From an optimization exercise on the open Yosys and OpenROAD flow, aimed at small area, a short achievable clock period and few clock cycles per item; shortcuts taken in it are not production practice. At most, simulation tests tie the RTL to the original design; equivalence was not proved. Function not checked in run 2: the RTL went through the layout flow alone.

--- flow/run.sh ---
#!/bin/bash
# synth_recipe.tcl (not shown) runs the flow's synth.tcl, then flattens the netlist and writes it again
# the make line also repeats each setting of config.mk as NAME=value (left out here)
make -C /OpenROAD-flow-scripts/flow DESIGN_CONFIG=/design/flow/config.mk WORK_HOME=/design/flow/orfs CLKGATE_MAP_FILE= SYNTH_SCRIPT=/design/flow/synth_recipe.tcl finish
--- flow/config.mk ---
export PLATFORM = sky130hd
export DESIGN_NAME = Datapath
export DESIGN_NICKNAME = Datapath
export VERILOG_FILES = /design/flow/design.v
export SDC_FILE = /design/flow/constraint.sdc
export NUM_CORES = 4
export LEC_CHECK = 0
export CAP_MARGIN = 20
export CORE_MARGIN = 2
export CORE_UTILIZATION = 40
export SLEW_MARGIN = 20
--- flow/constraint.sdc ---
create_clock -name core_clock -period 5.0 [get_ports {clk}]
set_input_delay 1.0000 -clock core_clock [delete_from_list [all_inputs] [get_ports {clk}]]
set_output_delay 1.0000 -clock core_clock [all_outputs]
set_load 0.01 [all_outputs]
--- flow/design.v ---
module adder(a, b,enable, out);
	parameter N = 16;
	input signed [N-1:0] a;
	input signed [N-1:0] b;
	output reg signed [N-1:0] out;  
  input enable;
	always @(*) begin
			   out = a + b;
	end    
endmodule
module subtractor(a, b,enable, out);
	parameter N = 16;
	input signed [N-1:0] a, b;
	output reg signed [N-1:0] out;  
    input enable;
	always @(*) begin
			   out = a - b;
	    end
endmodule
module mux2to1( a, b, sel, out);
  parameter N=8;
  input [N-1:0]a;
  input [N-1:0] b;
  input sel;        
  output reg [N-1:0] out;         
  always @(*) begin
    if (sel) 
      out = b;       
    else 
      out = a;       
  end
endmodule
module mux4to1 #(parameter N=8) (
    input [N-1:0] a,    
    input [N-1:0] b,    
    input [N-1:0] c,    
    input [N-1:0] d,    
    input [1:0] sel,    
    output reg [N-1:0] out   
);
    always @(*) begin
        case (sel)
            2'b00: out = a;    
            2'b01: out = b;    
            2'b10: out = c;    
            2'b11: out = d;    
            default: out = d;  
        endcase
    end
endmodule
module comparator( inp1, inp2, inp_positive, inp_negative,inp_equal);
	parameter N = 16;
	input signed [N-1:0]inp1, inp2;
	output  inp_positive, inp_negative,inp_equal;
	assign inp_positive = (inp1 > inp2); 
	assign inp_negative = (inp1 < inp2); 
	assign inp_equal = (inp1 == inp2);
endmodule
module inp_reg (inp_in, inp_out, inp_ld, clk, reset);
	parameter N = 8;
	input signed [N-1:0] inp_in;
	input inp_ld, clk, reset;
	output reg signed [N-1:0] inp_out;
	always @(posedge clk or posedge reset) begin
		if (reset)
			inp_out <= 0;   
		else if (inp_ld)
			inp_out <= inp_in;   
	end
endmodule
module out_reg (out_in, out_ld, clk, out_out);
	parameter N = 8;
	input signed [N-1:0] out_in;   
	input out_ld, clk;
	output reg signed [N-1:0] out_out;   
	always @(posedge clk) begin
		if (out_ld)
			out_out <= out_in;   
	end
endmodule
module Counter_reg (Counter_in, Counter_ld, clk, reset, Counter_dec, Counter_out);
	input [3:0]Counter_in;
	input Counter_ld, Counter_dec, clk, reset;
	output reg [3:0]Counter_out;
	always @(posedge clk or posedge reset) begin
		if (reset)
			Counter_out <= 4'b0;
		else if (Counter_ld)
			Counter_out <= Counter_in;
		else if (Counter_dec && Counter_out > 0)
			Counter_out <= Counter_out - 1;
	end
endmodule
module shifter(shift_dir, shift_in, clk, reset,enable, shift_out);
	parameter N = 8;
	input [N-1:0] shift_in;	
	input shift_dir, clk, reset,enable;
	output reg [N-1:0] shift_out;
	always @(negedge clk or posedge reset) begin
        if (reset)
            shift_out <= {N{1'b0}};               
        else if (enable) begin
            if (shift_dir)
                shift_out <= shift_in >> 1;         
            else
                shift_out <= shift_in << 1;         
        end
    end
endmodule
module control_unit (
    input clk,             
    input reset,           
    input start,           
    output done,
    input eq1, eq2,        
    input pos1, pos2, neg1, neg2, 
    output reg a_ld,      
    output reg sel1,      
    output reg sel2,
    output reg [1:0] sel3,     
    output reg b_ld,      
    output reg Counter_ld,  
    output reg sub_en,     
    output reg add_en,     
    output reg O_ld,      
    output reg Counter_dec,   
    output reg Right_enable, Left_enable, 
    output reg [1:0] sel_mux_A_sig, sel_mux_B_sig, sel_mux_O_sig 
);
    parameter IDLE = 3'b000;
    parameter LOAD = 3'b001;
    parameter SUBTRACT_1 = 3'b010;
    parameter SUBTRACT_2 = 3'b011;
    parameter ADD = 3'b100;
    parameter SHIFT = 3'b101;    
    parameter OUTCHECK = 3'b110;
    parameter DONE = 3'b111;
    reg [2:0] current_state, next_state; 
    reg check1, check2;
    always @(posedge clk or posedge reset) begin
        if (reset)
            current_state <= IDLE;
        else
            current_state <= next_state; 
    end
    assign done = (current_state == DONE);
    always @(posedge clk or posedge reset) begin
        if (reset) begin
            check1 <= 1'b0;
            check2 <= 1'b0;
        end else if (current_state == SUBTRACT_1)
            check1 <= neg1;
        else if (current_state == SUBTRACT_2)
            check2 <= neg2;
    end
    always @(*) begin
        a_ld = 0;
        b_ld = 0;
        Counter_ld = 0;
        O_ld = 0;
        Counter_dec = 0;
        Right_enable = 0;
        Left_enable = 0;
        sel_mux_A_sig = 2'b00;
        sel_mux_B_sig = 2'b00;
        sel_mux_O_sig = 2'b00;
        sel1 = 0;
        sel2 = 0;
        sel3 = 0;
        sub_en = 0;
        add_en = 0;
        next_state = current_state;
  if (current_state == IDLE) begin
            if (start) 
                next_state = LOAD; 
            end
  else if (current_state == LOAD) begin
            a_ld = 1;
            sel_mux_A_sig = 2'b00; 
            b_ld = 1;
            sel_mux_B_sig = 2'b00;
            O_ld=1;
            sel_mux_O_sig=2'b00; 
            Counter_ld = 1; 
            next_state = SUBTRACT_1; 
            end
  else if (current_state == SUBTRACT_1) begin
            sel1 = 1'b0;
            if (neg1) begin
                sel3 = 2'b00;
                sub_en = 1'b1;
                sel_mux_A_sig = 2'b10;  
                a_ld = 1;
            end
            else if (pos1) begin
                sub_en = 0;
                sel_mux_A_sig = 2'b00;
                a_ld = 0;
            end
			 next_state = SUBTRACT_2; 
end
 else if (current_state == SUBTRACT_2) begin
            sel2 =1'b0;
            if (neg2) begin
                sel3 = 2'b01;
                sub_en = 1'b1;
                sel_mux_B_sig = 2'b10;  
                b_ld = 1;
            end else if (pos2) begin
                sub_en = 0;
                sel_mux_B_sig = 2'b00;
                b_ld = 0;
            end
              next_state = ADD; 
            end
else if (current_state == ADD) begin
    sel1 = 1'b1;   
    case (eq1)
        1: begin
            next_state = SHIFT;
        end
        0: begin
            add_en = 1;               
            sel_mux_O_sig = 2'b01;    
            O_ld = 1;                 
            next_state = SHIFT;      
        end
    endcase
end
  else if (current_state == SHIFT) begin
            Left_enable = 1;
            Right_enable = 1;
            a_ld = 1;
            sel_mux_A_sig = 2'b01;
            b_ld = 1;
            sel_mux_B_sig = 2'b01;
            Counter_dec = 1;
            sel2 = 1;
            if (eq2) begin 
                next_state = OUTCHECK; 
            end else begin
                next_state = ADD; 
            end
            end
  else if (current_state == OUTCHECK) begin
            if (check1 != check2) begin
                sub_en = 1;
                sel3 = 2'b10;
                O_ld = 1;
                sel_mux_O_sig = 2'b10;
                next_state = DONE;
            end else 
                next_state = DONE;
            end
  else if (current_state == DONE) begin
            if (start)
                next_state = LOAD;
            end
            end
endmodule
module Datapath #(parameter N = 8) (
    input [N-1:0] a_in,         
    input [N-1:0] b_in,         
	output [2*N-1:0] result,  
    input clk,                  
    input reset,                
    input start,                
    output done                 
);
    wire [3:0]Counter = 4'd8;      
    wire a_ld, b_ld, O_ld;
    wire Counter_ld, Counter_dec;
    wire sel1, sel2;
    wire [1:0] sel3;
    wire Right_enable, Left_enable; 
    wire [1:0] sel_mux_A_sig, sel_mux_B_sig, sel_mux_O_sig;
    wire sub_en, add_en;
    wire pos1, neg1, eq1;
    wire pos2, neg2, eq2;
    wire [2*N-1:0] Left_out, Right_out, Sub_out;  
    wire [3:0] out_Counter;
    wire [2*N-1:0] out_a, out_b;  
    wire [2*N-1:0] out_out, add_out;  
    wire [2*N-1:0] mux1_out, mux2_out, mux3_out;  
    reg  [2*N-1:0] a, b;  
    reg  [2*N-1:0] O;     
	wire [2*N-1:0] O_in = 0;
	assign result = out_out;
    control_unit control (
        .clk(clk),
        .reset(reset),
        .start(start),  
        .done(done),
        .eq1(eq1),
        .eq2(eq2),
        .pos1(pos1), 
        .pos2(pos2),
        .neg1(neg1),
        .neg2(neg2),
        .a_ld(a_ld),
        .b_ld(b_ld),
        .Counter_ld(Counter_ld),
        .sub_en(sub_en),
        .add_en(add_en),
        .O_ld(O_ld),
        .Counter_dec(Counter_dec),
        .Right_enable(Right_enable),
        .Left_enable(Left_enable),
        .sel_mux_A_sig(sel_mux_A_sig),
        .sel_mux_B_sig(sel_mux_B_sig),
        .sel_mux_O_sig(sel_mux_O_sig),
        .sel1(sel1),
        .sel2(sel2),
        .sel3(sel3)
    );
    always @(*) begin
        case (sel_mux_A_sig)
            2'b00: a = {{8{a_in[7]}}, a_in};  
            2'b01: a = Left_out;              
            2'b10: a = Sub_out;
			2'b11: a = out_a;					 
        endcase
    end
    always @(*) begin
        case (sel_mux_B_sig)
            2'b00: b = {{8{b_in[7]}}, b_in};  
            2'b01: b = Right_out;             
            2'b10: b = Sub_out;
			2'b11: b = out_b;				 
        endcase
    end
    always @(*) begin
        case (sel_mux_O_sig)
            2'b00: O = O_in;                  
            2'b01: O = add_out;               
            2'b10: O = Sub_out;  
			2'b11: O = out_out;				 
        endcase
    end
    inp_reg #(.N(2*N)) reg_a (
        .inp_in(a),
        .inp_ld(a_ld),
        .clk(clk),
        .reset(reset),
        .inp_out(out_a)
    );
    inp_reg #(.N(2*N)) reg_b (
        .inp_in(b),
        .inp_ld(b_ld),
        .clk(clk),
        .reset(reset),
        .inp_out(out_b)
    );
    Counter_reg Counter1 (
        .Counter_in(Counter),
        .Counter_ld(Counter_ld),
        .clk(clk),
        .reset(reset),
        .Counter_out(out_Counter),
        .Counter_dec(Counter_dec)
    );
    mux2to1 #(.N(2*N)) mux1 (
        .a(out_a),
        .b({{(2*N-1){1'b0}}, out_b[0]}),
        .sel(sel1),
        .out(mux1_out)
    );
    mux2to1 #(.N(2*N)) mux2 (
        .a(out_b),
        .b({{(2*N-4){1'b0}}, out_Counter}),
        .sel(sel2),
        .out(mux2_out)
    );
    mux4to1 #(.N(2*N)) mux3 (
        .a(out_a),
        .b(out_b),
        .c(out_out),
        .d(16'b0),
        .sel(sel3),
        .out(mux3_out)
    );
    comparator #(.N(N)) comp1 (
        .inp1(mux1_out[N-1:0]),
        .inp2(8'b0),
        .inp_positive(pos1),
        .inp_negative(neg1),
        .inp_equal(eq1)
    );
    comparator #(.N(N)) comp2 (
        .inp1(mux2_out[N-1:0]),
        .inp2(8'b0),
        .inp_positive(pos2),
        .inp_negative(neg2),
        .inp_equal(eq2)
    );
    subtractor #(.N(2*N)) sub1 (
        .a(16'b0),
        .b(mux3_out),
        .out(Sub_out),
        .enable(sub_en)
    );
    adder #(.N(2*N)) add1 (
        .a(out_out),
        .b(out_a),
        .out(add_out),
        .enable(add_en)
    );
    shifter #(.N(2*N)) Right (
        .shift_dir(1'b1),
        .shift_in(out_b),
        .clk(clk),
        .reset(reset),
        .enable(Right_enable), 
        .shift_out(Right_out)
    );
    shifter #(.N(2*N)) LEFT (
        .shift_dir(1'b0),
        .shift_in(out_a), 
        .clk(clk),
        .reset(reset),
        .enable(Left_enable),
        .shift_out(Left_out)
    );
    out_reg #(.N(2*N)) OUTPUT (
        .out_in(O),
        .out_ld(O_ld),
        .clk(clk), 
        .out_out(out_out)
    );
endmodule
==> results of run 1 <==
## metal layers
| metal | track usage [%] | up-vias | share of wire [%] |
|---|---|---|---|
| met5 | 0 | - | 0 |
| met4 | 8.41 | 0 | 2.5 |
| met3 | 3.51 | 29 | 4.6 |
| met2 | 32.3 | 140 | 44 |
| met1 | 31.2 | 2323 | 48 |
| li1 | - | 2226 | - |
## final timing paths
path / slack (ns) / depth (start not counted) / from / end
max: 0.81 / 4 / control.current_state[1] / LEFT.shift_out[5]
min reg2reg: 0.43 / 2 / LEFT.shift_out[8] / LEFT.shift_out[8]
min: 0.43 / 2 / LEFT.shift_out[8] / LEFT.shift_out[8]
max reg2reg: 0.81 / 4 / control.current_state[1] / LEFT.shift_out[5]
max in group asynchronous: 1.14 / 3 / reset / LEFT.shift_out[2]
min in group asynchronous: 1.07 / 3 / reset / reg_b.inp_out[2]
## registers in the layout, summed over array words and instances, names as in the netlist
signal / cells
OUTPUT.out_out: 16
control.check1: 1
reg_a.inp_out: 16
reg_b.inp_out: 16
Right.shift_out: 15
control.current_state: 3
control.check2: 1
LEFT.shift_out: 15
Counter1.Counter_out: 4
## Yosys cell counts, types with 2 or more instances
cell type  instances
a21oi_1           48
dfrtp_1           41
nand2_1           39
o21ai_0           39
mux2_2            33
dfrtn_1           30
nor2_1            28
inv_1             27
ha_1              26
nor3_1            25
clkbuf_1          20
o22ai_1           18
xnor2_1           18
and2_1            16
edfxtp_1          16
a221o_1           13
a22oi_1           12
nand2b_1          11
and3_1             9
nand3b_1           9
nor2b_1            8
nor4_1             7
a211oi_1           6
a221oi_1           6
xor2_1             6
a21o_1             5
nand3_1            5
a31oi_1            4
a311oi_1           3
buf_2              3
nand4_1            3
nor3_2             3
o21a_1             3
o21bai_1           3
or3_1              3
or4_1              3
buf_1              2
nor4_4             2
o211ai_1           2
o31ai_1            2
or3_4              2
## worst min-delay path, cell delays in order, from the launching register on
cell	delay [ns]
dfrtn_1	0.41
nand2_1	0.05
o21ai_0	0.06
## metrics by stage
stage,setup WS [ns],std cells
floorplan,0.704,583
global placement,0.779,777
detailed placement,0.782,777
CTS,0.823,793
global route,0.712,793
finish,0.813,793
## layout make-up
type                            instances  area share [%]
Sequential cell                        87            35.3
Multi-Input combinational cell        442            48.7
Inverter                               27            1.65
Timing Repair Buffer                   41            6.39
Tap cell                              180            3.53
Clock inverter                          5           0.784
Clock buffer                           11            3.64
## cell families (layout without fill, tap and decap cells)
logic type,Yosys count,after routing,share of synthesized area (%)
simple gates,183,183,18.7
flops,87,87,40.5
compound gates,174,174,20.1
fa+ha+maj,27,27,6.19
mux,34,34,6.84
buf+inv,54,84,3.90
xor+xnor,24,24,3.77
==> impl_metrics.toml, run 1 <==
[die]
floorplan.die.height_um = 122
initial_core_utilization_pct = 40.5
dieArea_um2 = 14900
chipWidth_um = 122
num_rows = 43
core_footprint_um2 = 13800
design.portCount = 36

[synth]
syn_area_um2 = 5580
synth_ff_type = "dfrtp_1"
netlist_instances = 583
synth.yosys.seq_area_share_pct = 40.5
yosysUniqueCellTypes = 65
syn-num-nets = 629
netlist.top_cell.by_area = "dfrtp_1"
syn_avg_cell_area_um2 = 9.57
synth-edff-count = 16
async_flop_share_pct = 81.6
synth_seq_cells = 87
ys_warn_count = 10
synthTopCellsByArea = "dfrtp_1, dfrtn_1, edfxtp_1, mux2_2, ha_1"
post-synth-top-area-fraction_pct = 18.4

[sta]
setup_tns_ns = 0
max_slew_margin_pct = 34.2
setup_repair_after_global_routing_missed_its_margin = "false"
max_slew.worst_pin.slew_ns = 0.984
fin_skew_ns = 0.00919
setup_viol_count_final = 0
hold_violations = 0
holdWs_ns = 0.433
final-max-slew-violation-count = 0

[clock_tree]
postCtsResizedCells = 0
cts_max_path_buffers = 2
htreeDepth = 3
root_buffer = "clkbuf_16"
cts_made_buffers = 9
cts_tree = "done"
post_cts_buffers = 0
clock_latency_ns = 0.35
cts.hold.buffers_added = 0
clkSlewWorstSetupHoldPaths_ns = 0.06
cts.sink_count = 87

[global_routing]
first_pass_grt_wire_length_mm = 24.5
grt_usage_pct = 21.6
first_global_vias = 4643
grt_start_max_net_pins = 72
antenna_found_initial = 0
grt_remaining_overflow = 0

[detailed_routing]
detail_route.vias_per_cell = 5.95
route.vias.total = 4718
detailedRoute.firstIterationViolations = 332
final_antenna_net_count = 0
remaining_drc_errors = 0
detail_route.first_pass.iterations = 5
finalWirelength_mm = 15.1
post_drt_wl_per_cell_um = 19.1

[worst_hold_path]
hold_path_class = "flip-flop to flip-flop"

[place]
io_buffers = 35
gp_congestion = 0.855
dp_hpwl_mm = 11.1
placed_area_um2 = 6100

[worst_setup_path]
setup.worst_path.start_class = "flip-flop"
timing.critical_path.fanout_max = 26
setup.worst_path.end_class = "flip-flop"
slowest_stage = "dfrtp_1"
cp.arrival_ns = 1.88
crit_path_cell_trace = "nor2b_1 -> nand2_1 -> buf_4 -> mux2_2"
cp_slowest_stage_delay_ns = 0.53
path_class = "flip-flop to flip-flop"
worst_path_dominant_cell_family = "flip-flops"
worstPathBufferInverterCount = 1
critPathRequiredTime_ns = 2.69

[final_layout]
final-seq-area_um2 = 2260
nFillCells = 1319
drive_above_1_share_pct = 11.3
design_area_um2 = 6390
final_nets = 654
post-route-util_pct = 46.4
most-common-layout-cells = "a21oi_1, dfrtp_1, nand2_1, o21ai_0, clkdlybuf4s50_1"
most_common_cell_after_layout_fill_and_taps_aside = "a21oi_1"
antenna_cells_inserted = 0
synthToLayoutAreaGrowth_pct = 14.5
multi_input_comb_area_um2 = 3110

[flow_run]
timing.max_cap.violations = 0

[outcome]
run_status = "no timing/DRC/antenna violations"
Testbench counts, summed over its fixed seeds: cycles 73,600, items 3,200.
==> inputs of run 2 (changes only) <==
==> flow/design.v (replaced) <==
module Datapath #(parameter N = 8) (
    input  [N-1:0]   a_in,
    input  [N-1:0]   b_in,
    output [2*N-1:0] result,
    input            clk,
    input            reset,
    input            start,
    output           done
);
    reg [N-1:0] ra, rb;
    reg         done_r;
    always @(posedge clk) begin
        if (start) begin
            ra <= a_in;
            rb <= b_in;
        end
    end
    always @(posedge clk or posedge reset) begin
        if (reset)
            done_r <= 1'b0;
        else if (start)
            done_r <= 1'b1;
    end
    assign done   = done_r;
    assign result = $signed(ra) * $signed(rb);
endmodule
==> impl_metrics.toml, run 2 <==
[worst_setup_path]
timing.critical_path.fanout_max = 6
critPathRequiredTime_ns = 4.00
slowest_stage = "fa_1"
cp_slowest_stage_delay_ns = 0.53
setup.worst_path.end_class = "output pin"
setup.worst_path.start_class = "flip-flop"
crit_path_cell_trace = "buf_4 -> nand2b_1 -> fa_1 -> fa_1 -> inv_2 -> fa_1 -> inv_1 -> fa_1 -> inv_2 -> ha_4 -> o21a_1 -> o31a_1 -> nor4b_4 -> buf_4 -> o21ai_2 -> xor2_1 -> buf_2"
cp.arrival_ns = 4.47
path_class = "flip-flop to output pin"
cp_common_cell = "fa_1"

[worst_hold_path]
hold_path_class = "flip-flop to flip-flop"

[detailed_routing]
finalWirelength_mm = 5.99
final_antenna_net_count = 0
detail_route.vias_per_cell = 4.50
detailedRoute.firstIterationViolations = 49
route.vias.total = 2313
post_drt_wl_per_cell_um = 11.6
detail_route.first_pass.iterations = 4
remaining_drc_errors = 0

[die]
core_footprint_um2 = 7330
dieArea_um2 = 8360
num_rows = 31
floorplan.die.height_um = 91.4
design.portCount = 36
chipWidth_um = 91.4
initial_core_utilization_pct = 41.7

[synth]
netlist.top_cell.by_area = "fa_1"
async_flop_share_pct = 5.88
synth_seq_cells = 17
yosysUniqueCellTypes = 29
synth.yosys.seq_area_share_pct = 16.5
syn-num-nets = 414
synth-edff-count = 16
netlist_instances = 311
synth_ff_type = "edfxtp_1"
synth.most_common_cell = "inv_1"
syn_area_um2 = 3060
synthTopCellsByArea = "fa_1, edfxtp_1, ha_1, inv_1, and2_1"
ys_warn_count = 1
post_synth_most_frequent_cells = "inv_1, fa_1, and2_1"
post-synth-top-area-fraction_pct = 36.0
syn_avg_cell_area_um2 = 9.83

[final_layout]
most-common-layout-cells = "inv_1, buf_4, fa_1, and2_1, clkdlybuf4s50_1"
final_standard_cell_count_with_taps_included_and_fillers_excluded = 514
antenna_cells_inserted = 0
most_common_cell_after_layout_fill_and_taps_aside = "inv_1"
final_nets = 519
drive_above_1_share_pct = 32.3
synthToLayoutAreaGrowth_pct = 41.2
largest_registers_ranked_by_flip_flop_count = "ra (8), rb (8), done_r (1)"

[sta]
final-max-slew-violation-count = 0
holdWs_ns = 0.476
timing.fmax_ghz = 0.183
max_slew_margin_pct = 51.8
finalWorstSetupSlack_ns = -0.469
period_minus_slack_ns = 5.47
hold_violations = 0
finalCritPeriodShare_pct = 109
setup_repair_after_global_routing_missed_its_margin = "true"
fin_skew_ns = 0
max_slew.worst_pin.slew_ns = 0.720
setup_viol_count_final = 8

[clock_tree]
clock_latency_ns = 0.25
cts_tree = "done"
cts_made_buffers = 3
cts_max_path_buffers = 2
clkSlewWorstSetupHoldPaths_ns = 0.07
htreeDepth = 1
root_buffer = "clkbuf_8"
cts.sink_count = 17

[place]
dp.cells = 489
gp_congestion = 0.783
preCtsSetupSlack_ns = -0.729
dp_hpwl_mm = 4.92
io_buffers = 35

[global_routing]
first_pass_grt_wire_length_mm = 11.2
grt_start_max_net_pins = 18
antenna_found_initial = 0
grt_usage_pct = 16.1
first_global_vias = 2615
grt_remaining_overflow = 0

[outcome]
run_status = "finished with violations"
so.violations = "negative setup slack"

[flow_run]
timing.max_cap.violations = 0
==> run 2: changes by cell type after synthesis, moves of 19 or more <==
cell / before / now
and2_1: 16 / 43
inv_1: 27 / 89
o21ai_0: 39 / 3
clkbuf_1: 20 / 0
fa_1: 1 / 55
mux2_2: 33 / 1
nand2_1: 39 / 15
a21oi_1: 48 / 7
nor3_1: 25 / 2
dfrtn_1: 30 / 0
nor2_1: 28 / 9
dfrtp_1: 41 / 1
==> run 2: worst paths after layout <==
check | start | endpoint | slack, ns | cells after the start
max in group asynchronous | reset | done_r | 4.03 | 2
worst max-delay path | rb[7] | result[14] | -0.47 | 17
worst min register to register | done_r | done_r | 0.48 | 1
worst min-delay path | done_r | done_r | 0.48 | 1
worst max register to register | done_r | done_r | 4.22 | 1
min in group asynchronous | reset | done_r | 0.88 | 2
==> run 2: area by class of cell <==
class                           instances  area (um2)
Fill cell                             643        3010
Multi-Input combinational cell        205        2490
Timing Repair Buffer                  100         820
Sequential cell                        17         505
Inverter                               89         334
Tap cell                               99         124
Clock buffer                            3        41.3
Clock inverter                          1        5.00
==> run 2: cell families after synthesis <==
kind of cell	synth area share, %
compound gates	4.67
xor+xnor	4.01
fa+ha+maj	47.9
buf+inv	10.9
flops	16.5
mux	0.368
simple gates	15.6
==> run 2: layer usage <==
metal	GRT usage, %	up-vias	share of wire [%]
met5	0	-	0
met4	1.52	0	0
met3	1.58	0	1.7
met2	30.3	29	54
met1	20.6	1141	44
li1	-	1143	-
==> run 2: timing repair <==
item,CTS,global route
resized for setup,77,27
hold buffers,0,0
pin swaps,35,36
setup buffers,18,3
cloned,0,0
endpoints found under the setup margin,10,11
==> run 2: worst max-delay path: cells and delay by family, from the launching register on <==
| kind | cells | cell delay [ns] |
|---|---|---|
| AOI/OAI and AO/OA | 3 | 0.37 |
| xor gates and xnor gates | 1 | 0.15 |
| adders and majority gates | 5 | 2.27 |
| buffers and inverters | 6 | 0.59 |
| DFF | 1 | 0.47 |
| and+or+nand+nor | 2 | 0.36 |
==> run 2: stage by stage <==
step	setup TNS (ns)	cell area [um2]	utilization (%)
global route	-4.13	4320	58.9
floorplan	-0.0364	3080	-
CTS	-2.80	4190	57.1
finish	-2.77	4320	58.9
detailed placement	-4.66	3880	53.0
global placement	-4.20	3880	53.0

## what the ideal ports hide
How much do the figures lean on ideal ports? The routed layout below was timed once more, with nothing changed but the port constraints. Step 1, drivers: a clkbuf_16 drives clk and a buf_2 each remaining input, both assumed. Step 2 times the ports against the registers' clock, not the clock port: input delays grow and output delays shrink by t, the midpoint of the rising clock arrivals with the driver on. a / b / c = ideal / step 1 / step 2; a / b = the first two.
run: run 2
t (ns): 0.264
setup WS [ns]: -0.469 / -0.490 / -0.226
latest minus earliest clock arrival (ns): 0.006 / 0.006
worst register clock-pin slew, ns: 0.07 / 0.07
pins driven straight from the clock port: 1
The setup slack of run 2 moves by -0.021 ns with the drivers and by +0.243 ns with both steps.
